Background: an optimization exercise with open tools, aiming at small area, a short achievable clock period and few clock cycles. Do not read the settings as production practice.
In this exercise RTL edits were held to simulation tests only and were not proved equivalent to the original.
Power is estimated from default activity; no workload was simulated.

// tinyqv_top
module tinyqv_top (
    input         clk,
    input         rst_n,
    output [27:0] data_addr,
    output  [1:0] data_write_n,
    output  [1:0] data_read_n,
    output [31:0] data_out,
    input         data_ready,
    input  [31:0] data_in,
    input   [3:0] spi_data_in,
    output  [3:0] spi_data_out,
    output  [3:0] spi_data_oe,
    output        spi_clk_out,
    output        spi_flash_select,
    output        spi_ram_a_select,
    output        spi_ram_b_select
);
    wire        data_read_complete;
    wire [15:0] debug_unused;
    wire  [3:0] debug_rd;
    tinyQV i_tinyqv (
        .clk(clk),
        .rstn(rst_n),
        .data_addr(data_addr),
        .data_write_n(data_write_n),
        .data_read_n(data_read_n),
        .data_read_complete(data_read_complete),
        .data_out(data_out),
        .data_ready(data_ready),
        .data_in(data_in),
        .interrupt_req(16'd0),
        .time_pulse(1'b0),
        .spi_data_in(spi_data_in),
        .spi_data_out(spi_data_out),
        .spi_data_oe(spi_data_oe),
        .spi_clk_out(spi_clk_out),
        .spi_flash_select(spi_flash_select),
        .spi_ram_a_select(spi_ram_a_select),
        .spi_ram_b_select(spi_ram_b_select),
        .debug_instr_complete(debug_unused[0]),
        .debug_instr_ready(debug_unused[1]),
        .debug_instr_valid(debug_unused[2]),
        .debug_fetch_restart(debug_unused[3]),
        .debug_data_ready(debug_unused[4]),
        .debug_interrupt_pending(debug_unused[5]),
        .debug_branch(debug_unused[6]),
        .debug_early_branch(debug_unused[7]),
        .debug_ret(debug_unused[8]),
        .debug_reg_wen(debug_unused[9]),
        .debug_counter_0(debug_unused[10]),
        .debug_data_continue(debug_unused[11]),
        .debug_stall_txn(debug_unused[12]),
        .debug_stop_txn(debug_unused[13]),
        .debug_rd(debug_rd)
    );
    assign debug_unused[15:14] = 2'b00;
    wire _unused = &{data_read_complete, debug_unused, debug_rd, 1'b0};
endmodule
export LEC_CHECK = 0
export ABC_AREA = 1
export CAP_MARGIN = 20
export CORE_MARGIN = 2
export CORE_UTILIZATION = 40
export CTS_CLUSTER_DIAMETER = 60
export CTS_CLUSTER_SIZE = 25
export SLEW_MARGIN = 20
create_clock -name core_clock -period 15.0 [get_ports {clk}]
run.sh (not shown) runs the stock make flow with config.mk's settings and CLKGATE_MAP_FILE= SYNTH_SCRIPT=/design/flow/synth_recipe.tcl, a recipe that flattens the netlist after the stock synthesis.
Testbench counts at the start, summed over its fixed seeds: cycles 547,246.
Next try:
--- a/flow/design.v
+++ b/flow/design.v
@@ -375,24 +375,25 @@
                    {{12{ibuf[31]}}, ibuf[7], ibuf[30:25], ibuf[11:8]}) :                       
         (ibuf[14] ? {{16{ibuf[12]}}, ibuf[6:5], ibuf[2], ibuf[11:10], ibuf[4:3]} :             
                     {{13{ibuf[12]}}, ibuf[8], ibuf[10:9], ibuf[6], ibuf[7], ibuf[2], ibuf[11], ibuf[5:3]});  
     wire [23:1] target_de = pc_d + offset_de;
     wire predict_de = is_jal_de || (is_branch_de && offset_de[23]);
     wire redirect;                       
     wire [23:1] redirect_target;
     wire [23:1] pc_next  = pc_d + {21'd0, instr_len_de};
     wire [CB-1:1] h_d   = pc_d[CB-1:1];
     wire [14:CB]  tag_d = pc_d[14:CB];
     wire [14:CB]  tag_d1 = tag_d + 1'b1;
-    reg  [CB-1:0] hf0;
-    wire [CB-1:0] hf1   = hf0 + 1'b1;
+    wire [1:0]    step  = ibuf_valid ? instr_len_de : 2'd0;
+    wire [CB-1:0] hf0   = {1'b0, h_d} + {{(CB-2){1'b0}}, step};
+    wire [CB-1:0] hf1   = {1'b0, h_d} + {{(CB-2){1'b0}}, step} + 1'b1;
     wire [14:CB]  tag_f0 = hf0[CB-1] ? tag_d1 : tag_d;
     wire [14:CB]  tag_f1 = hf1[CB-1] ? tag_d1 : tag_d;
     wire [CB-1:2] idx_o = hf0[CB-2:1];
     wire [CB-1:2] idx_e = hf1[CB-2:1];
     wire          swap  = hf0[0];
     wire [15:0] hw_e = cache_e[idx_e];
     wire [15:0] hw_o = cache_o[idx_o];
     wire [31:0] instr_f = swap ? {hw_e, hw_o} : {hw_o, hw_e};
     wire hit0 = cache_v[hf0[CB-2:0]] && cache_tag[hf0[CB-2:LB-1]] == tag_f0;
     wire hit1 = cache_v[hf1[CB-2:0]] && cache_tag[hf1[CB-2:LB-1]] == tag_f1;
     wire [CB-1:0] hd1    = {1'b0, h_d} + 1'b1;
@@ -404,29 +405,22 @@
     always @(posedge clk) begin
         if (!rstn) begin
             pc_d <= 23'd0;
             ibuf_valid <= 1'b0;
         end else begin
             if (redirect)    pc_d <= redirect_target;
             else if (accept) pc_d <= predict_de ? target_de : pc_next;
             if (redirect || (accept && predict_de)) ibuf_valid <= 1'b0;
             else if (accept || !ibuf_valid)         ibuf_valid <= valid_f;
         end
     end
-    wire [CB-1:0] hf0_fill = {1'b0, hf0[CB-2:0]} + {{(CB-2){1'b0}}, valid_f ? (instr_f[1:0] == 2'b11 ? 2'd2 : 2'd1) : 2'd0};
-    always @(posedge clk) begin
-        if (!rstn)                        hf0 <= {CB{1'b0}};
-        else if (redirect)                hf0 <= {1'b0, redirect_target[CB-1:1]};
-        else if (accept && predict_de)    hf0 <= {1'b0, target_de[CB-1:1]};
-        else if (accept || !ibuf_valid)   hf0 <= hf0_fill;
-    end
     always @(posedge clk)
         if (accept || !ibuf_valid) ibuf <= instr_f;
     localparam F_IDLE = 2'd0;    
     localparam F_REQ  = 2'd1;    
     localparam F_RUN  = 2'd2;    
     reg [1:0]  fstate;
     reg [14:1] stream_addr;              
     wire [15:0] hw_d = pc_d[1] ? cache_o[pc_d[CB-1:2]] : cache_e[pc_d[CB-1:2]];
     wire fetch_miss = !ibuf_valid && !(hit0_d && (hw_d[1:0] != 2'b11 || hit1_d));
     wire [14:1] miss_addr = hit0_d ? pc_d2[14:1] : pc_d[14:1];
     wire [14:1] stream_ahead = stream_addr[14:1] - pc_d[14:1];
What happened: Maximum frequency went down by 1.6%. Utilization went down by 0.22 points. Global-route usage went down by 0.50 points. Routed wire length went down by 1.2%. Via count went up by 1.7%. Clock power went down by 8.4%. Design area went down by 0.59%. Final cell count hardly moves. Area after synthesis hardly moves. Power went down by 5.1%. Worst setup slack loses 0.095 ns.
Testbench counts after the change, summed over its fixed seeds: cycles 547,246.

separate check: timing with driven ports:
In the flow no input, the clock included, has a driving cell. The finished layouts below were timed again as built, in two steps.
Step 1 assumes that a clkbuf_16 drives the clock port and a buf_2 every other input.
Step 2 also shifts input and output timing later by t, the mid clock arrival at the registers, as if the neighbouring blocks saw the same clock.
a / b / c = ideal / step 1 / step 2; a / b = the first two.
run	t, ns	setup slack, ns	worst setup path after step 2	slew at the worst register clock pin (ns)
the first run	0.914	9.156 / 9.075 / 9.512	register to register	0.09 / 0.09
the second run	0.885	9.061 / 9.061 / 9.061	register to register	0.10 / 0.10
After both steps setup and hold are still met in every run listed.
